This is an optimization exercise on Yosys and OpenROAD, whose aim is a short achievable clock period and few clock cycles, not a production implementation.
The RTL was checked by simulation tests, not by an equivalence proof against the original design.

## run.sh

```bash
#!/bin/bash
# synth_recipe.tcl (not shown) runs the flow's synth.tcl, then flattens the netlist and writes it again
# the make line also repeats each setting of config.mk as NAME=value (left out here)
make -C /OpenROAD-flow-scripts/flow DESIGN_CONFIG=/design/flow/config.mk WORK_HOME=/design/flow/orfs CLKGATE_MAP_FILE= SYNTH_SCRIPT=/design/flow/synth_recipe.tcl finish
```

## config.mk

```make
export PLATFORM = sky130hd
export DESIGN_NAME = pipeline
export DESIGN_NICKNAME = pipeline
export VERILOG_FILES = /design/flow/design.v
export SDC_FILE = /design/flow/constraint.sdc
export NUM_CORES = 4
export LEC_CHECK = 0
export CAP_MARGIN = 20
export CORE_MARGIN = 2
export CORE_UTILIZATION = 40
export SLEW_MARGIN = 20
```

## constraint.sdc

```tcl
create_clock -name core_clock -period 14.0 [get_ports {clock}]
set_input_delay 2.8000 -clock core_clock [delete_from_list [all_inputs] [get_ports {clock}]]
set_output_delay 2.8000 -clock core_clock [all_outputs]
set_load 0.01 [all_outputs]
```

## design.v

```verilog
`timescale 1ns/100ps
typedef union packed {
    logic [7:0][7:0]  byte_level;
    logic [3:0][15:0] half_level;
    logic [1:0][31:0] word_level;
} EXAMPLE_CACHE_BLOCK;
typedef enum logic [1:0] {
	BYTE = 2'h0,
	HALF = 2'h1,
	WORD = 2'h2,
	DOUBLE = 2'h3
} MEM_SIZE;
typedef enum logic [3:0] {
	INST_ADDR_MISALIGN  = 4'h0,
	INST_ACCESS_FAULT   = 4'h1,
	ILLEGAL_INST        = 4'h2,
	BREAKPOINT          = 4'h3,
	LOAD_ADDR_MISALIGN  = 4'h4,
	LOAD_ACCESS_FAULT   = 4'h5,
	STORE_ADDR_MISALIGN = 4'h6,
	STORE_ACCESS_FAULT  = 4'h7,
	ECALL_U_MODE        = 4'h8,
	ECALL_S_MODE        = 4'h9,
	NO_ERROR            = 4'ha,  
	ECALL_M_MODE        = 4'hb,
	INST_PAGE_FAULT     = 4'hc,
	LOAD_PAGE_FAULT     = 4'hd,
	HALTED_ON_WFI       = 4'he,  
	STORE_PAGE_FAULT    = 4'hf
} EXCEPTION_CODE;
typedef enum logic [1:0] {
	OPA_IS_RS1  = 2'h0,
	OPA_IS_NPC  = 2'h1,
	OPA_IS_PC   = 2'h2,
	OPA_IS_ZERO = 2'h3
} ALU_OPA_SELECT;
typedef enum logic [3:0] {
	OPB_IS_RS2    = 4'h0,
	OPB_IS_I_IMM  = 4'h1,
	OPB_IS_S_IMM  = 4'h2,
	OPB_IS_B_IMM  = 4'h3,
	OPB_IS_U_IMM  = 4'h4,
	OPB_IS_J_IMM  = 4'h5
} ALU_OPB_SELECT;
typedef enum logic [1:0] {
	DEST_RD = 2'h0,
	DEST_NONE  = 2'h1
} DEST_REG_SEL;
typedef enum logic [4:0] {
	ALU_ADD     = 5'h00,
	ALU_SUB     = 5'h01,
	ALU_SLT     = 5'h02,
	ALU_SLTU    = 5'h03,
	ALU_AND     = 5'h04,
	ALU_OR      = 5'h05,
	ALU_XOR     = 5'h06,
	ALU_SLL     = 5'h07,
	ALU_SRL     = 5'h08,
	ALU_SRA     = 5'h09,
	ALU_MUL     = 5'h0a,
	ALU_MULH    = 5'h0b,
	ALU_MULHSU  = 5'h0c,
	ALU_MULHU   = 5'h0d,
	ALU_DIV     = 5'h0e,
	ALU_DIVU    = 5'h0f,
	ALU_REM     = 5'h10,
	ALU_REMU    = 5'h11
} ALU_FUNC;
typedef enum logic [1:0] {
	BUS_NONE     = 2'h0,
	BUS_LOAD     = 2'h1,
	BUS_STORE    = 2'h2
} BUS_COMMAND;
typedef union packed {
	logic [31:0] inst;
	struct packed {
		logic [6:0] funct7;
		logic [4:0] rs2;
		logic [4:0] rs1;
		logic [2:0] funct3;
		logic [4:0] rd;
		logic [6:0] opcode;
	} r;  
	struct packed {
		logic [11:0] imm;
		logic [4:0]  rs1;  
		logic [2:0]  funct3;
		logic [4:0]  rd;   
		logic [6:0]  opcode;
	} i;  
	struct packed {
		logic [6:0] off;  
		logic [4:0] rs2;  
		logic [4:0] rs1;  
		logic [2:0] funct3;
		logic [4:0] set;  
		logic [6:0] opcode;
	} s;  
	struct packed {
		logic       of;   
		logic [5:0] s;    
		logic [4:0] rs2;  
		logic [4:0] rs1;  
		logic [2:0] funct3;
		logic [3:0] et;   
		logic       f;    
		logic [6:0] opcode;
	} b;  
	struct packed {
		logic [19:0] imm;
		logic [4:0]  rd;
		logic [6:0]  opcode;
	} u;  
	struct packed {
		logic       of;  
		logic [9:0] et;  
		logic       s;   
		logic [7:0] f;	 
		logic [4:0] rd;  
		logic [6:0] opcode;
	} j;   
} INST;  
typedef struct packed {
	logic valid;  
    INST  inst;   
	logic [32-1:0] NPC;  
	logic [32-1:0] PC;   
} IF_ID_PACKET;
typedef struct packed {
	logic [32-1:0] NPC;  
	logic [32-1:0] PC;   
	logic [32-1:0] rs1_value;  
	logic [32-1:0] rs2_value;  
	ALU_OPA_SELECT opa_select;  
	ALU_OPB_SELECT opb_select;  
	INST inst;                  
	logic [4:0] dest_reg_idx;   
	ALU_FUNC    alu_func;       
	logic       rd_mem;         
	logic       wr_mem;         
	logic       cond_branch;    
	logic       uncond_branch;  
	logic       halt;           
	logic       illegal;        
	logic       csr_op;         
	logic       valid;          
} ID_EX_PACKET;
typedef struct packed {
	logic [32-1:0] alu_result;   
	logic [32-1:0] NPC;          
	logic             take_branch;  
	logic [32-1:0] rs2_value;
	logic             rd_mem, wr_mem;
	logic [4:0]       dest_reg_idx;
	logic             halt, illegal, csr_op, valid;
	logic [2:0]       mem_size;  
} EX_MEM_PACKET;
localparam RV32_instr_width_gp    = 32;
localparam RV32_reg_data_width_gp = 32;
localparam RV32_reg_addr_width_gp = 5;
localparam RV32_shamt_width_gp    = 5;
localparam RV32_opcode_width_gp   = 7;
localparam RV32_funct3_width_gp   = 3;
localparam RV32_funct7_width_gp   = 7;
localparam RV32_Iimm_width_gp     = 12;
localparam RV32_Simm_width_gp     = 12;
localparam RV32_Bimm_width_gp     = 12;
localparam RV32_Uimm_width_gp     = 20;
localparam RV32_Jimm_width_gp     = 20;
module regfile (
	input [4:0]       rda_idx, rdb_idx, wr_idx,  
	input [32-1:0] wr_data,                   
	input             wr_en, wr_clk,
	output logic [32-1:0] rda_out, rdb_out    
);
	logic [31:0] [32-1:0] registers;  
	wire [32-1:0] rda_reg = registers[rda_idx];
	wire [32-1:0] rdb_reg = registers[rdb_idx];
	always_comb begin
		if (rda_idx == 5'd0)
			rda_out = 0;
		else if (wr_en && (wr_idx == rda_idx))
			rda_out = wr_data;   
		else
			rda_out = rda_reg;
	end
	always_comb begin
		if (rdb_idx == 5'd0)
			rdb_out = 0;
		else if (wr_en && (wr_idx == rdb_idx))
			rdb_out = wr_data;   
		else
		  rdb_out = rdb_reg;
	end
	always_ff @(posedge wr_clk) begin
			if (wr_en) begin
				registers[wr_idx] <=  wr_data;
		end
	end
endmodule  
module if_stage (
	input             clock,               
	input             reset,               
	input             mem_wb_valid_inst,   
	input             ex_mem_take_branch,  
	input [32-1:0] ex_mem_target_pc,    
	input [63:0]      Imem2proc_data,      
	output logic [32-1:0] proc2Imem_addr,  
	output IF_ID_PACKET      if_packet_out    
);
	logic [32-1:0] PC_reg;  
	logic [32-1:0] PC_plus_4;
	assign proc2Imem_addr = {PC_reg[32-1:3], 3'b0};
	assign if_packet_out.inst = PC_reg[2] ? Imem2proc_data[63:32] : Imem2proc_data[31:0];
	assign PC_plus_4 = PC_reg + 4;  
	assign if_packet_out.PC  = PC_reg;
	assign if_packet_out.NPC = PC_plus_4;  
	always_ff @(posedge clock) begin
		if (reset) begin
			PC_reg <=  0;                 
		end else if (ex_mem_take_branch) begin
			PC_reg <=  ex_mem_target_pc;  
		end else if (if_packet_out.valid) begin
			PC_reg <=  PC_plus_4;         
		end
	end
	always_ff @(posedge clock) begin
		if (reset) begin
			if_packet_out.valid <=  1;
		end else begin
			if_packet_out.valid <=  mem_wb_valid_inst;
		end
	end
endmodule  
module decoder (
	input IF_ID_PACKET if_packet,
	output ALU_OPA_SELECT opa_select,
	output ALU_OPB_SELECT opb_select,
	output DEST_REG_SEL   dest_reg,  
	output ALU_FUNC       alu_func,
	output logic rd_mem, wr_mem, cond_branch, uncond_branch,
	output logic csr_op,     
	output logic halt,       
	output logic illegal,    
	output logic valid_inst  
);
	INST inst;
	logic valid_inst_in;
	assign inst          = if_packet.inst;
	assign valid_inst_in = if_packet.valid;
	assign valid_inst    = valid_inst_in & ~illegal;
	always_comb begin
		opa_select    = OPA_IS_RS1;
		opb_select    = OPB_IS_RS2;
		alu_func      = ALU_ADD;
		dest_reg      = DEST_NONE;
		csr_op        = 1'h0;
		rd_mem        = 1'h0;
		wr_mem        = 1'h0;
		cond_branch   = 1'h0;
		uncond_branch = 1'h0;
		halt          = 1'h0;
		illegal       = 1'h0;
		if(valid_inst_in) begin
			casez (inst)
				{{20{1'b?}},{5{1'b?}},7'b0110111}: begin
					dest_reg   = DEST_RD;
					opa_select = OPA_IS_ZERO;
					opb_select = OPB_IS_U_IMM;
				end
				{{20{1'b?}},{5{1'b?}},7'b0010111}: begin
					dest_reg   = DEST_RD;
					opa_select = OPA_IS_PC;
					opb_select = OPB_IS_U_IMM;
				end
				{{20{1'b?}},{5{1'b?}},7'b1101111}: begin
					dest_reg      = DEST_RD;
					opa_select    = OPA_IS_PC;
					opb_select    = OPB_IS_J_IMM;
					uncond_branch = 1'h1;
				end
				{{12{1'b?}},{5{1'b?}},3'b000,{5{1'b?}},7'b1100111}: begin
					dest_reg      = DEST_RD;
					opa_select    = OPA_IS_RS1;
					opb_select    = OPB_IS_I_IMM;
					uncond_branch = 1'h1;
				end
				{{7{1'b?}},{5{1'b?}},{5{1'b?}},3'b000,{5{1'b?}},7'b1100011}, {{7{1'b?}},{5{1'b?}},{5{1'b?}},3'b001,{5{1'b?}},7'b1100011}, {{7{1'b?}},{5{1'b?}},{5{1'b?}},3'b100,{5{1'b?}},7'b1100011}, {{7{1'b?}},{5{1'b?}},{5{1'b?}},3'b101,{5{1'b?}},7'b1100011},
				{{7{1'b?}},{5{1'b?}},{5{1'b?}},3'b110,{5{1'b?}},7'b1100011}, {{7{1'b?}},{5{1'b?}},{5{1'b?}},3'b111,{5{1'b?}},7'b1100011}: begin
					opa_select  = OPA_IS_PC;
					opb_select  = OPB_IS_B_IMM;
					cond_branch = 1'h1;
				end
				{{12{1'b?}},{5{1'b?}},3'b000,{5{1'b?}},7'b0000011}, {{12{1'b?}},{5{1'b?}},3'b001,{5{1'b?}},7'b0000011}, {{12{1'b?}},{5{1'b?}},3'b010,{5{1'b?}},7'b0000011},
				{{12{1'b?}},{5{1'b?}},3'b100,{5{1'b?}},7'b0000011}, {{12{1'b?}},{5{1'b?}},3'b101,{5{1'b?}},7'b0000011}: begin
					dest_reg   = DEST_RD;
					opb_select = OPB_IS_I_IMM;
					rd_mem     = 1'h1;
				end
				{{7{1'b?}},{5{1'b?}},{5{1'b?}},3'b000,{5{1'b?}},7'b0100011}, {{7{1'b?}},{5{1'b?}},{5{1'b?}},3'b001,{5{1'b?}},7'b0100011}, {{7{1'b?}},{5{1'b?}},{5{1'b?}},3'b010,{5{1'b?}},7'b0100011}: begin
					opb_select = OPB_IS_S_IMM;
					wr_mem     = 1'h1;
				end
				{{12{1'b?}},{5{1'b?}},3'b000,{5{1'b?}},7'b0010011}: begin
					dest_reg   = DEST_RD;
					opb_select = OPB_IS_I_IMM;
				end
				{{12{1'b?}},{5{1'b?}},3'b010,{5{1'b?}},7'b0010011}: begin
					dest_reg   = DEST_RD;
					opb_select = OPB_IS_I_IMM;
					alu_func   = ALU_SLT;
				end
				{{12{1'b?}},{5{1'b?}},3'b011,{5{1'b?}},7'b0010011}: begin
					dest_reg   = DEST_RD;
					opb_select = OPB_IS_I_IMM;
					alu_func   = ALU_SLTU;
				end
				{{12{1'b?}},{5{1'b?}},3'b111,{5{1'b?}},7'b0010011}: begin
					dest_reg   = DEST_RD;
					opb_select = OPB_IS_I_IMM;
					alu_func   = ALU_AND;
				end
				{{12{1'b?}},{5{1'b?}},3'b110,{5{1'b?}},7'b0010011}: begin
					dest_reg   = DEST_RD;
					opb_select = OPB_IS_I_IMM;
					alu_func   = ALU_OR;
				end
				{{12{1'b?}},{5{1'b?}},3'b100,{5{1'b?}},7'b0010011}: begin
					dest_reg   = DEST_RD;
					opb_select = OPB_IS_I_IMM;
					alu_func   = ALU_XOR;
				end
				{7'b0000000, {5{1'b?}},  {5{1'b?}},3'b001, {5{1'b?}},7'b0010011}: begin
					dest_reg   = DEST_RD;
					opb_select = OPB_IS_I_IMM;
					alu_func   = ALU_SLL;
				end
				{7'b0000000, {5{1'b?}},  {5{1'b?}},3'b101, {5{1'b?}},7'b0010011}: begin
					dest_reg   = DEST_RD;
					opb_select = OPB_IS_I_IMM;
					alu_func   = ALU_SRL;
				end
				{7'b0100000, {5{1'b?}},  {5{1'b?}},3'b101, {5{1'b?}},7'b0010011}: begin
					dest_reg   = DEST_RD;
					opb_select = OPB_IS_I_IMM;
					alu_func   = ALU_SRA;
				end
				{7'b0000000, {5{1'b?}},  {5{1'b?}},3'b000, {5{1'b?}},7'b0110011}: begin
					dest_reg   = DEST_RD;
				end
				{7'b0100000, {5{1'b?}},  {5{1'b?}},3'b000, {5{1'b?}},7'b0110011}: begin
					dest_reg   = DEST_RD;
					alu_func   = ALU_SUB;
				end
				{7'b0000000, {5{1'b?}},  {5{1'b?}},3'b010, {5{1'b?}},7'b0110011}: begin
					dest_reg   = DEST_RD;
					alu_func   = ALU_SLT;
				end
				{7'b0000000, {5{1'b?}},  {5{1'b?}},3'b011, {5{1'b?}},7'b0110011}: begin
					dest_reg   = DEST_RD;
					alu_func   = ALU_SLTU;
				end
				{7'b0000000, {5{1'b?}},  {5{1'b?}},3'b111, {5{1'b?}},7'b0110011}: begin
					dest_reg   = DEST_RD;
					alu_func   = ALU_AND;
				end
				{7'b0000000, {5{1'b?}},  {5{1'b?}},3'b110, {5{1'b?}},7'b0110011}: begin
					dest_reg   = DEST_RD;
					alu_func   = ALU_OR;
				end
				{7'b0000000, {5{1'b?}},  {5{1'b?}},3'b100, {5{1'b?}},7'b0110011}: begin
					dest_reg   = DEST_RD;
					alu_func   = ALU_XOR;
				end
				{7'b0000000, {5{1'b?}},  {5{1'b?}},3'b001, {5{1'b?}},7'b0110011}: begin
					dest_reg   = DEST_RD;
					alu_func   = ALU_SLL;
				end
				{7'b0000000, {5{1'b?}},  {5{1'b?}},3'b101, {5{1'b?}},7'b0110011}: begin
					dest_reg   = DEST_RD;
					alu_func   = ALU_SRL;
				end
				{7'b0100000, {5{1'b?}},  {5{1'b?}},3'b101, {5{1'b?}},7'b0110011}: begin
					dest_reg   = DEST_RD;
					alu_func   = ALU_SRA;
				end
				{7'b0000001, {5{1'b?}},  {5{1'b?}},3'b000, {5{1'b?}},7'b0110011}: begin
					dest_reg   = DEST_RD;
					alu_func   = ALU_MUL;
				end
				{7'b0000001, {5{1'b?}},  {5{1'b?}},3'b001, {5{1'b?}},7'b0110011}: begin
					dest_reg   = DEST_RD;
					alu_func   = ALU_MULH;
				end
				{7'b0000001, {5{1'b?}},  {5{1'b?}},3'b010, {5{1'b?}},7'b0110011}: begin
					dest_reg   = DEST_RD;
					alu_func   = ALU_MULHSU;
				end
				{7'b0000001, {5{1'b?}},  {5{1'b?}},3'b011, {5{1'b?}},7'b0110011}: begin
					dest_reg   = DEST_RD;
					alu_func   = ALU_MULHU;
				end
				{{12{1'b?}},{5{1'b?}},3'b001,{5{1'b?}},7'b1110011}, {{12{1'b?}},{5{1'b?}},3'b010,{5{1'b?}},7'b1110011}, {{12{1'b?}},{5{1'b?}},3'b011,{5{1'b?}},7'b1110011}: begin
					csr_op = 1'h1;
				end
				{12'b000100000101, 13'b0, 7'b1110011}: begin
					halt = 1'h1;
				end
				default: illegal = 1'h1;
		endcase  
		end  
	end  
endmodule  
module id_stage (
	input               clock,               
	input               reset,               
	input               wb_reg_wr_en_out,    
	input  [4:0]        wb_reg_wr_idx_out,   
	input  [32-1:0]  wb_reg_wr_data_out,  
	input  IF_ID_PACKET if_id_packet_in,
	output ID_EX_PACKET id_packet_out
);
	assign id_packet_out.inst = if_id_packet_in.inst;
	assign id_packet_out.NPC  = if_id_packet_in.NPC;
	assign id_packet_out.PC   = if_id_packet_in.PC;
	DEST_REG_SEL dest_reg_select;
	regfile regf_0 (
		.rda_idx(if_id_packet_in.inst.r.rs1),
		.rda_out(id_packet_out.rs1_value),
		.rdb_idx(if_id_packet_in.inst.r.rs2),
		.rdb_out(id_packet_out.rs2_value),
		.wr_clk(clock),
		.wr_en(wb_reg_wr_en_out),
		.wr_idx(wb_reg_wr_idx_out),
		.wr_data(wb_reg_wr_data_out)
	);
	decoder decoder_0 (
		.if_packet(if_id_packet_in),
		.opa_select(id_packet_out.opa_select),
		.opb_select(id_packet_out.opb_select),
		.alu_func(id_packet_out.alu_func),
		.dest_reg(dest_reg_select),
		.rd_mem(id_packet_out.rd_mem),
		.wr_mem(id_packet_out.wr_mem),
		.cond_branch(id_packet_out.cond_branch),
		.uncond_branch(id_packet_out.uncond_branch),
		.csr_op(id_packet_out.csr_op),
		.halt(id_packet_out.halt),
		.illegal(id_packet_out.illegal),
		.valid_inst(id_packet_out.valid)
	);
	always_comb begin
		case (dest_reg_select)
			DEST_RD:   id_packet_out.dest_reg_idx = if_id_packet_in.inst.r.rd;
			DEST_NONE: id_packet_out.dest_reg_idx = 5'd0;
			default:   id_packet_out.dest_reg_idx = 5'd0;
		endcase
	end
endmodule  
module alu (
	input [32-1:0] opa,
	input [32-1:0] opb,
	input ALU_FUNC    func,
	output logic [32-1:0] result
);
	wire signed [32-1:0]   signed_opa, signed_opb;
	wire signed [2*32-1:0] signed_mul, mixed_mul;
	wire        [2*32-1:0] unsigned_mul;
	assign signed_opa = opa;
	assign signed_opb = opb;
	assign signed_mul = signed_opa * signed_opb;
	assign unsigned_mul = opa * opb;
	assign mixed_mul = signed_opa * opb;
	always_comb begin
		case (func)
			ALU_ADD:      result = opa + opb;
			ALU_SUB:      result = opa - opb;
			ALU_AND:      result = opa & opb;
			ALU_SLT:      result = signed_opa < signed_opb;
			ALU_SLTU:     result = opa < opb;
			ALU_OR:       result = opa | opb;
			ALU_XOR:      result = opa ^ opb;
			ALU_SRL:      result = opa >> opb[4:0];
			ALU_SLL:      result = opa << opb[4:0];
			ALU_SRA:      result = signed_opa >>> opb[4:0];  
			ALU_MUL:      result = signed_mul[32-1:0];
			ALU_MULH:     result = signed_mul[2*32-1:32];
			ALU_MULHSU:   result = mixed_mul[2*32-1:32];
			ALU_MULHU:    result = unsigned_mul[2*32-1:32];
			default:      result = 32'hfacebeec;   
		endcase
	end
endmodule  
module brcond (
	input [32-1:0] rs1,   
	input [32-1:0] rs2,
	input [2:0]       func,  
	output logic cond  
);
	logic signed [32-1:0] signed_rs1, signed_rs2;
	assign signed_rs1 = rs1;
	assign signed_rs2 = rs2;
	always_comb begin
		cond = 0;
		case (func)
			3'b000: cond = signed_rs1 == signed_rs2;  
			3'b001: cond = signed_rs1 != signed_rs2;  
			3'b100: cond = signed_rs1 < signed_rs2;   
			3'b101: cond = signed_rs1 >= signed_rs2;  
			3'b110: cond = rs1 < rs2;                 
			3'b111: cond = rs1 >= rs2;                
		endcase
	end
endmodule  
module ex_stage (
	input clock,  
	input reset,  
	input ID_EX_PACKET id_ex_packet_in,
	output EX_MEM_PACKET ex_packet_out
);
	assign ex_packet_out.NPC          = id_ex_packet_in.NPC;
	assign ex_packet_out.rs2_value    = id_ex_packet_in.rs2_value;
	assign ex_packet_out.rd_mem       = id_ex_packet_in.rd_mem;
	assign ex_packet_out.wr_mem       = id_ex_packet_in.wr_mem;
	assign ex_packet_out.dest_reg_idx = id_ex_packet_in.dest_reg_idx;
	assign ex_packet_out.halt         = id_ex_packet_in.halt;
	assign ex_packet_out.illegal      = id_ex_packet_in.illegal;
	assign ex_packet_out.csr_op       = id_ex_packet_in.csr_op;
	assign ex_packet_out.valid        = id_ex_packet_in.valid;
	assign ex_packet_out.mem_size     = id_ex_packet_in.inst.r.funct3;
	logic [32-1:0] opa_mux_out, opb_mux_out;
	logic brcond_result;
	always_comb begin
		opa_mux_out = 32'hdeadfbac;  
		case (id_ex_packet_in.opa_select)
			OPA_IS_RS1:  opa_mux_out = id_ex_packet_in.rs1_value;
			OPA_IS_NPC:  opa_mux_out = id_ex_packet_in.NPC;
			OPA_IS_PC:   opa_mux_out = id_ex_packet_in.PC;
			OPA_IS_ZERO: opa_mux_out = 0;
		endcase
	end
	always_comb begin
		opb_mux_out = 32'hfacefeed;
		case (id_ex_packet_in.opb_select)
			OPB_IS_RS2:   opb_mux_out = id_ex_packet_in.rs2_value;
			OPB_IS_I_IMM: opb_mux_out = {{21{id_ex_packet_in.inst[31]}},id_ex_packet_in.inst[30:20]};
			OPB_IS_S_IMM: opb_mux_out = {{21{id_ex_packet_in.inst[31]}},id_ex_packet_in.inst[30:25],id_ex_packet_in.inst[11:7]};
			OPB_IS_B_IMM: opb_mux_out = {{20{id_ex_packet_in.inst[31]}},id_ex_packet_in.inst[7],id_ex_packet_in.inst[30:25],id_ex_packet_in.inst[11:8], {1'b0}};
			OPB_IS_U_IMM: opb_mux_out = {id_ex_packet_in.inst[31:12], {12{1'b0}}};
			OPB_IS_J_IMM: opb_mux_out = {{12{id_ex_packet_in.inst[31]}},id_ex_packet_in.inst[19:12],id_ex_packet_in.inst[20],id_ex_packet_in.inst[30:21], {1'b0}};
		endcase
	end
	alu alu_0 (
		.opa(opa_mux_out),
		.opb(opb_mux_out),
		.func(id_ex_packet_in.alu_func),
		.result(ex_packet_out.alu_result)
	);
	brcond brcond (
		.rs1(id_ex_packet_in.rs1_value),
		.rs2(id_ex_packet_in.rs2_value),
		.func(id_ex_packet_in.inst.b.funct3),  
		.cond(brcond_result)
	);
	assign ex_packet_out.take_branch = id_ex_packet_in.uncond_branch
	                                   | (id_ex_packet_in.cond_branch & brcond_result);
endmodule  
module mem_stage (
	input        clock,                    
	input        reset,                    
	input EX_MEM_PACKET ex_mem_packet_in,  
	input [32-1:0] Dmem2proc_data,
	output logic [32-1:0] mem_result_out,  
	output logic [1:0] proc2Dmem_command,
	output logic [1:0] proc2Dmem_size,
	output logic [32-1:0] proc2Dmem_addr,  
	output logic [32-1:0] proc2Dmem_data   
);
	assign proc2Dmem_command =
		(ex_mem_packet_in.wr_mem & ex_mem_packet_in.valid) ? BUS_STORE :
		(ex_mem_packet_in.rd_mem & ex_mem_packet_in.valid) ? BUS_LOAD :
		BUS_NONE;
	assign proc2Dmem_size = ex_mem_packet_in.mem_size[1:0];
	assign proc2Dmem_data = ex_mem_packet_in.rs2_value;
	assign proc2Dmem_addr = ex_mem_packet_in.alu_result;
	always_comb begin
		mem_result_out = ex_mem_packet_in.alu_result;
		if (ex_mem_packet_in.rd_mem) begin
			if (~ex_mem_packet_in.mem_size[2]) begin  
				if (ex_mem_packet_in.mem_size[1:0] == 2'b0)
					mem_result_out = {{(32-8){Dmem2proc_data[7]}}, Dmem2proc_data[7:0]};
				else if (ex_mem_packet_in.mem_size[1:0] == 2'b01)
					mem_result_out = {{(32-16){Dmem2proc_data[15]}}, Dmem2proc_data[15:0]};
				else mem_result_out = Dmem2proc_data;
			end else begin
				if (ex_mem_packet_in.mem_size[1:0] == 2'b0)
					mem_result_out = {{(32-8){1'b0}}, Dmem2proc_data[7:0]};
				else if (ex_mem_packet_in.mem_size[1:0] == 2'b01)
					mem_result_out = {{(32-16){1'b0}}, Dmem2proc_data[15:0]};
				else mem_result_out = Dmem2proc_data;
			end
		end
	end
endmodule  
module wb_stage (
	input             clock,                
	input             reset,                
	input [32-1:0] mem_wb_NPC,           
	input [32-1:0] mem_wb_result,        
	input             mem_wb_take_branch,
	input [4:0]       mem_wb_dest_reg_idx,  
	input             mem_wb_valid_inst,
	output logic [32-1:0] reg_wr_data_out,  
	output logic [4:0]       reg_wr_idx_out,   
	output logic             reg_wr_en_out     
);
	wire [32-1:0] result_mux;
	assign result_mux = (mem_wb_take_branch) ? mem_wb_NPC : mem_wb_result;
	assign reg_wr_en_out  = mem_wb_dest_reg_idx != 5'd0;
	assign reg_wr_idx_out = mem_wb_dest_reg_idx;
	assign reg_wr_data_out = result_mux;
endmodule  
module pipeline (
	input        clock,              
	input        reset,              
	input [3:0]  mem2proc_response,  
	input [63:0] mem2proc_data,      
	input [3:0]  mem2proc_tag,       
	output logic [1:0]       proc2mem_command,  
	output logic [32-1:0] proc2mem_addr,     
	output logic [63:0]      proc2mem_data,     
	output logic [1:0]       proc2mem_size,     
	output logic [3:0]       pipeline_completed_insts,
	output logic [3:0]       pipeline_error_status,
	output logic [4:0]       pipeline_commit_wr_idx,
	output logic [32-1:0] pipeline_commit_wr_data,
	output logic             pipeline_commit_wr_en,
	output logic [32-1:0] pipeline_commit_NPC
);
	logic [32-1:0] if_NPC_out;
	logic [31:0]      if_IR_out;
	logic             if_valid_inst_out;
	logic [32-1:0] if_id_NPC;
	logic [31:0]      if_id_IR;
	logic             if_id_valid_inst;
	logic [32-1:0] id_ex_NPC;
	logic [31:0]      id_ex_IR;
	logic             id_ex_valid_inst;
	logic [32-1:0] ex_mem_NPC;
	logic [31:0]      ex_mem_IR;
	logic             ex_mem_valid_inst;
	logic [32-1:0] mem_wb_NPC;
	logic [31:0]      mem_wb_IR;
	logic             mem_wb_valid_inst;
	logic if_id_enable, id_ex_enable, ex_mem_enable, mem_wb_enable;
	logic [32-1:0] proc2Imem_addr;
	IF_ID_PACKET if_packet;
	IF_ID_PACKET if_id_packet;
	ID_EX_PACKET id_packet;
	ID_EX_PACKET id_ex_packet;
	EX_MEM_PACKET ex_packet;
	EX_MEM_PACKET ex_mem_packet;
	logic [32-1:0] mem_result_out;
	logic [32-1:0] proc2Dmem_addr;
	logic [32-1:0] proc2Dmem_data;
	logic [1:0]       proc2Dmem_command;
	logic [1:0]       proc2Dmem_size;
	logic             mem_wb_halt;
	logic             mem_wb_illegal;
	logic [4:0]       mem_wb_dest_reg_idx;
	logic [32-1:0] mem_wb_result;
	logic             mem_wb_take_branch;
	logic [32-1:0] wb_reg_wr_data_out;
	logic [4:0]       wb_reg_wr_idx_out;
	logic             wb_reg_wr_en_out;
	assign pipeline_completed_insts = {3'b0, mem_wb_valid_inst};
	assign pipeline_error_status = mem_wb_illegal            ? ILLEGAL_INST :
	                               mem_wb_halt               ? HALTED_ON_WFI :
	                               (mem2proc_response==4'h0) ? LOAD_ACCESS_FAULT :
	                               NO_ERROR;
	assign pipeline_commit_wr_idx  = wb_reg_wr_idx_out;
	assign pipeline_commit_wr_data = wb_reg_wr_data_out;
	assign pipeline_commit_wr_en   = wb_reg_wr_en_out;
	assign pipeline_commit_NPC     = mem_wb_NPC;
	always_comb begin
		if (proc2Dmem_command == BUS_NONE) begin  
			proc2mem_command = BUS_LOAD;
			proc2mem_addr    = proc2Imem_addr;
			proc2mem_size    = DOUBLE;  
		end else begin  
			proc2mem_command = proc2Dmem_command;
			proc2mem_addr    = proc2Dmem_addr;
			proc2mem_size    = proc2Dmem_size;
		end
		proc2mem_data = {32'b0, proc2Dmem_data};
	end
	assign if_NPC_out        = if_packet.NPC;
	assign if_IR_out         = if_packet.inst;
	assign if_valid_inst_out = if_packet.valid;
	if_stage if_stage_0 (
		.clock (clock),
		.reset (reset),
		.mem_wb_valid_inst(mem_wb_valid_inst),
		.ex_mem_take_branch(ex_mem_packet.take_branch),
		.ex_mem_target_pc(ex_mem_packet.alu_result),
		.Imem2proc_data(mem2proc_data),
		.proc2Imem_addr(proc2Imem_addr),
		.if_packet_out(if_packet)
	);
	assign if_id_NPC        = if_id_packet.NPC;
	assign if_id_IR         = if_id_packet.inst;
	assign if_id_valid_inst = if_id_packet.valid;
	assign if_id_enable = 1'b1;  
	always_ff @(posedge clock) begin
		if (reset) begin
			if_id_packet.inst  <=  32'h00000013;
			if_id_packet.valid <=  1'h0;
			if_id_packet.NPC   <=  0;
			if_id_packet.PC    <=  0;
		end else begin  
			if (if_id_enable) begin
				if_id_packet <=  if_packet;
			end  
		end
	end  
	id_stage id_stage_0 (
		.clock(clock),
		.reset(reset),
		.if_id_packet_in(if_id_packet),
		.wb_reg_wr_en_out   (wb_reg_wr_en_out),
		.wb_reg_wr_idx_out  (wb_reg_wr_idx_out),
		.wb_reg_wr_data_out (wb_reg_wr_data_out),
		.id_packet_out(id_packet)
	);
	assign id_ex_NPC        = id_ex_packet.NPC;
	assign id_ex_IR         = id_ex_packet.inst;
	assign id_ex_valid_inst = id_ex_packet.valid;
	assign id_ex_enable = 1'b1;  
	always_ff @(posedge clock) begin
		if (reset) begin
			id_ex_packet      <=  0;
			id_ex_packet.inst <=  32'h00000013;
		end else begin  
			if (id_ex_enable) begin
				id_ex_packet <=  id_packet;
			end  
		end  
	end  
	ex_stage ex_stage_0 (
		.clock(clock),
		.reset(reset),
		.id_ex_packet_in(id_ex_packet),
		.ex_packet_out(ex_packet)
	);
	assign ex_mem_NPC        = ex_mem_packet.NPC;
	assign ex_mem_valid_inst = ex_mem_packet.valid;
	assign ex_mem_enable = 1'b1;  
	always_ff @(posedge clock) begin
		if (reset) begin
			ex_mem_IR     <=  32'h00000013;
			ex_mem_packet <=  0;
		end else begin
			if (ex_mem_enable) begin
				ex_mem_IR     <=  id_ex_IR;
				ex_mem_packet <=  ex_packet;
			end  
		end  
	end  
	mem_stage mem_stage_0 (
		.clock(clock),
		.reset(reset),
		.ex_mem_packet_in(ex_mem_packet),
		.Dmem2proc_data(mem2proc_data[32-1:0]),
		.mem_result_out(mem_result_out),
		.proc2Dmem_command(proc2Dmem_command),
		.proc2Dmem_size(proc2Dmem_size),
		.proc2Dmem_addr(proc2Dmem_addr),
		.proc2Dmem_data(proc2Dmem_data)
	);
	assign mem_wb_enable = 1'b1;  
	always_ff @(posedge clock) begin
		if (reset) begin
			mem_wb_NPC          <=  0;
			mem_wb_IR           <=  32'h00000013;
			mem_wb_halt         <=  0;
			mem_wb_illegal      <=  0;
			mem_wb_valid_inst   <=  0;
			mem_wb_dest_reg_idx <=  5'd0;
			mem_wb_take_branch  <=  0;
			mem_wb_result       <=  0;
		end else begin
			if (mem_wb_enable) begin
				mem_wb_NPC          <=  ex_mem_packet.NPC;
				mem_wb_IR           <=  ex_mem_IR;
				mem_wb_halt         <=  ex_mem_packet.halt;
				mem_wb_illegal      <=  ex_mem_packet.illegal;
				mem_wb_valid_inst   <=  ex_mem_packet.valid;
				mem_wb_dest_reg_idx <=  ex_mem_packet.dest_reg_idx;
				mem_wb_take_branch  <=  ex_mem_packet.take_branch;
				mem_wb_result       <=  mem_result_out;
			end  
		end  
	end  
	wb_stage wb_stage_0 (
		.clock(clock),
		.reset(reset),
		.mem_wb_NPC(mem_wb_NPC),
		.mem_wb_result(mem_wb_result),
		.mem_wb_dest_reg_idx(mem_wb_dest_reg_idx),
		.mem_wb_take_branch(mem_wb_take_branch),
		.mem_wb_valid_inst(mem_wb_valid_inst),
		.reg_wr_data_out(wb_reg_wr_data_out),
		.reg_wr_idx_out(wb_reg_wr_idx_out),
		.reg_wr_en_out(wb_reg_wr_en_out)
	);
endmodule  
```

==> summary.txt <==
Critical path:
- On the critical path the largest part of the delay comes from adder cells.
- The worst reg-to-reg path cell count is 30.
- The data required time of the worst path is 14.64 ns.
- The kind of capture point of the worst setup path is a register.
- The number of buffer and inverter stages on the critical path is 6.
- The cell type with the highest occurrence count on the critical path is sky130_fd_sc_hd__fa_1.
- The startpoint identified for the worst register-to-register timing path is id_ex_packet[51].
- The category of the worst setup path launch point is a register.
- The largest fanout on the critical path is 17.
- The setup slack of the most critical reg-to-reg path is 1.55 ns.
- The setup path with the least slack is of type register to register.
- The capturing point of the worst reg2reg path is ex_mem_packet[110].
- In this design, the stage delay of the slowest critical-path cell is 0.91 ns.
- The slowest cell on the critical path is sky130_fd_sc_hd__clkinv_1.
- Data arrives at the worst endpoint at 13.09 ns.

Yosys:
- Ranked by total cell area, the synthesized netlist is headed by sky130_fd_sc_hd__edfxtp_1 (23%), sky130_fd_sc_hd__fa_1 (22%), sky130_fd_sc_hd__mux4_2 (9.4%).
- In this run, synthesis inferred 1024 flip-flops with an integrated enable.
- Of the synthesized area, sequential elements account for 30.22%.
- The complex-gate fraction of the synthesized area is 10.82%.
- Summing the areas of all fa, ha and maj instances in the mapped netlist gives 26.92% of the synthesized area.
- Yosys printed 9 warnings.
- The proportion of synthesized area in mux cells is 12.29%.
- The count of unique library cells instantiated by Yosys is 98.
- The total of flip-flops plus latches after synthesis is 1507.
- The gate count of the mapped netlist is 13090.
- The commonest register cell after synthesis is sky130_fd_sc_hd__edfxtp_1.
- After Yosys synthesis, XOR and XNOR cells account for 1.153% of the synthesized area.
- After synthesis, the share of flip-flops with an asynchronous set or reset is 0%.
- The biggest area contributor in the post-synthesis netlist is sky130_fd_sc_hd__edfxtp_1.
- Of the total synthesized cell area, the portion taken by AND, OR, NAND and NOR gates is 10.55%.
- The main combinational cell family by area after synthesis is adder cells.
- The mean post-synth cell area is 10.22 sq um.
- The area fraction of the dominant cell type after synthesis is 22.99%.
- The mapped cell area is 133700 sq um.

Clock network:
- The number of buffers added for setup after CTS is 0.
- Clock-pin slew was measured on the worst setup and hold paths at 0.06 ns.
- The clock net in this run drives a total of 1507 sinks.
- The insertion delay of the later-clocked pin in the worst-skew pair is 0.91 ns.
- The total CTS buffers is 171.
- Gates resized during post-CTS repair numbered 0.
- The number of buffers between clock root and the deepest sink is 4.
- The clock tree root buffer cell is sky130_fd_sc_hd__clkbuf_16.
- The H-tree generated during clock tree synthesis spans 4 levels.
- The count of hold buffers inserted by post-cts repair is 0.
- TritonCTS built the clock tree.

Routing:
- The routed design has 563100 um of wire.
- After detailed routing, the average wire length per cell comes to 32.36 um.
- For this block, the via count after detailed routing is 106000.
- Once detail routing completed, the nets flagged for antenna violations numbered 0.
- The pre-antenna-repair detailed-routing pass consisted of 6 iterations.
- The number of DRC markers after the initial detailed-route iteration is 15280.
- The number of vias per cell is 6.093.
- After detailed routing, the number of remaining DRC violations is 0.

Layout:
- The flip-flop count of the largest register, all copies and words added is 1024.
- The largest register by flop count is id_stage_0.regf_0.registers.
- The layout cell share with drive strength beyond 1 is 10.85%.
- From synthesis to final layout, the design area changed by 9.426%.
- The largest registers in the layout are id_stage_0.regf_0.registers: 1024 flops, id_ex_packet: 172 flops, ex_mem_packet: 110 flops.
- The net total in the final layout is 14930.
- The fill cell instance count of the final layout is 31900.

GRT:
- The residual overflow from global routing is 0.
- The number of global-route vias before repair was 103800.
- The global routing usage summed across all routing layers is 32.93%.
- The largest net degree at the start of global routing is 190.
- The number of antenna violations at the first check in global routing is 45.
- The wire length of the first global-routing pass is 792000 um.

Place:
- In this run the tool buffered the top-level ports with 212 buffer cells.
- The routability congestion estimate is 1.075.
- Detailed placement ended at an HPWL of 402400 um.

Timing:
- Derived from the worst setup path, the maximum achievable clock frequency is 80.32 MHz.
- Hold timing on the final database bottoms out at a slack of 0.3723 ns.
- After layout, the worst path uses 88.93% of the clock period.
- Setup repair after global routing left no endpoint under its margin.
- The clock arrives with 0.1288 ns of skew.
- At the pin with the least slew margin, the transition time is 1.406 ns.
- In this run the tightest slew margin relative to its limit is 5.713%.
- The total count of max-transition violations in the final report is 0.
- The worst path in the final design needs a cycle of 12.45 ns, including I/O delays and setup.
- The number of setup violations in the final report is 0.
- The number of hold violations in the final report came to 0.

Floorplanning:
- The area of the core region is 333200 sq um.
- From bottom edge to top edge, the die measures 582.2 um.
- The initial utilization of the core area, before any placement, comes to 40.14%.
- The total die area is 339000 sq um.
- Pin placement for this block handled 252 I/O pins.
- The number of placement rows is 212.
- The chip width is 582.2 um.

Min path:
- Counting instances, the worst hold path has a depth of 1.
- The worst hold path belongs to the class register to register.
- The startpoint identified for the worst hold timing path is if_id_packet[44].
- For hold timing, the worst endpoint is id_ex_packet[164].

Status:
- The flow ran to the end and the layout has no timing, DRC or antenna violations.

Job:
- Max-cap violations in this run came to 0.
==> worst max-delay path by stage <==
stage	cells after the start	from	to
finish	30	id_ex_packet[51]	ex_mem_packet[110]
global route	33	id_ex_packet[51]	ex_mem_packet[104]
CTS	32	id_ex_packet[51]	ex_mem_packet[107]
detailed placement	32	id_ex_packet[51]	ex_mem_packet[107]
global placement	32	id_ex_packet[51]	ex_mem_packet[110]
floorplan	11	mem_wb_dest_reg_idx[0]	id_ex_packet[105]
==> cells in the final DEF (no fill, tap or decap), types with 59 or more instances in the layout <==
cell type / instances
sky130_fd_sc_hd__nor2b_1: 240
sky130_fd_sc_hd__a211oi_1: 59
sky130_fd_sc_hd__a221oi_1: 83
sky130_fd_sc_hd__mux2i_1: 304
sky130_fd_sc_hd__nor2_1: 1144
sky130_fd_sc_hd__fa_1: 1473
sky130_fd_sc_hd__a21oi_1: 414
sky130_fd_sc_hd__a22o_1: 264
sky130_fd_sc_hd__clkdlybuf4s50_1: 211
sky130_fd_sc_hd__edfxtp_1: 1024
sky130_fd_sc_hd__nor3_1: 63
sky130_fd_sc_hd__inv_1: 1749
sky130_fd_sc_hd__o21ai_0: 984
sky130_fd_sc_hd__xor2_1: 68
sky130_fd_sc_hd__dfxtp_1: 466
sky130_fd_sc_hd__ha_1: 519
sky130_fd_sc_hd__nand3_1: 60
sky130_fd_sc_hd__clkbuf_16: 174
sky130_fd_sc_hd__xnor2_1: 108
sky130_fd_sc_hd__a21o_1: 103
sky130_fd_sc_hd__buf_4: 310
sky130_fd_sc_hd__mux4_2: 560
sky130_fd_sc_hd__nand2_1: 1564
==> layer usage <==
layer	track usage (%)	share of wire, %	routed length (um)	up-vias
met5	0.1417	0.047	263	-
met4	23.73	9.0	50420	42
met3	9.389	13	72330	1541
met2	46.58	41	232000	7100
met1	43.13	37	208100	53820
li1	-	-	-	43550
==> through the flow <==
stage	util (%)	area, sq um	std cells	setup TNS (ns)	setup slack (ns)
floorplan	-	133900	13120	-3307.60	-4.080
global placement	42.23	140700	17070	0	2.168
detailed placement	42.23	140700	17070	0	2.125
CTS	43.90	146300	17380	0	2.021
global route	43.92	146300	17390	0	1.258
finish	43.93	146400	17410	0	1.549
==> synth_stat cells (149+ instances only) <==
cell and n:
sky130_fd_sc_hd__a21oi_1 417, sky130_fd_sc_hd__a22o_1 264, sky130_fd_sc_hd__buf_1 149, sky130_fd_sc_hd__clkbuf_1 696, sky130_fd_sc_hd__dfxtp_1 483, sky130_fd_sc_hd__edfxtp_1 1024, sky130_fd_sc_hd__fa_1 1473, sky130_fd_sc_hd__ha_1 521
sky130_fd_sc_hd__inv_1 1758, sky130_fd_sc_hd__mux2i_1 333, sky130_fd_sc_hd__mux4_2 560, sky130_fd_sc_hd__nand2_1 1611, sky130_fd_sc_hd__nor2_1 1154, sky130_fd_sc_hd__nor2b_1 242, sky130_fd_sc_hd__o21ai_0 994
==> cell families after synthesis <==
| kind of cell | count (synthesis) |
|---|---|
| DFF | 1507 |
| xor gates and xnor gates | 176 |
| buffers and inverters | 2769 |
| other | 1 |
| muxes | 937 |
| AOI/OAI and AO/OA | 2334 |
| and+or+nand+nor | 3367 |
| adders and majority gates | 1994 |
==> cell type report <==
class                           count  area [sq um]  share of cell area (%)
Antenna cell                       27         67.56                 0.04617
Inverter                         1801          6766                   4.623
Tap cell                         4387          5489                   3.751
Multi-Input combinational cell   8843         83320                   56.93
Timing Repair Buffer              533          4673                   3.193
Sequential cell                  1507         40470                   27.65
Clock inverter                     76         774.5                  0.5292
Clock buffer                      231          4790                   3.273
Testbench counts, summed over its fixed seeds: cycles 137,745.

static timing again, ports no longer ideal:
No port has a modelled driver above. Below, the same layout with a new extraction and two added sets of constraints.
Step 1 (the two cells are an assumption about what drives the block):
set clk [get_ports {clock}]
set_driving_cell -lib_cell sky130_fd_sc_hd__clkbuf_16 $clk
set_driving_cell -lib_cell sky130_fd_sc_hd__buf_2 [delete_from_list [all_inputs] $clk]
Step 2 also shifts input and output timing later by t, the mid clock arrival at the registers, as if the neighbouring blocks saw the same clock.
Slacks: no drivers / after step 1 / after step 2; pairs: no drivers / after step 1.
t, ns: 0.915
slack for setup (ns): 1.549 / 1.549 / 1.549
worst data-port slew with drivers (ns): 0.05
cell pins on the clock port's net: 1
After both steps this run still meets setup and hold. For this run, drivers alone change the setup slack by 0.000 ns; drivers and shift together by 0.000 ns.
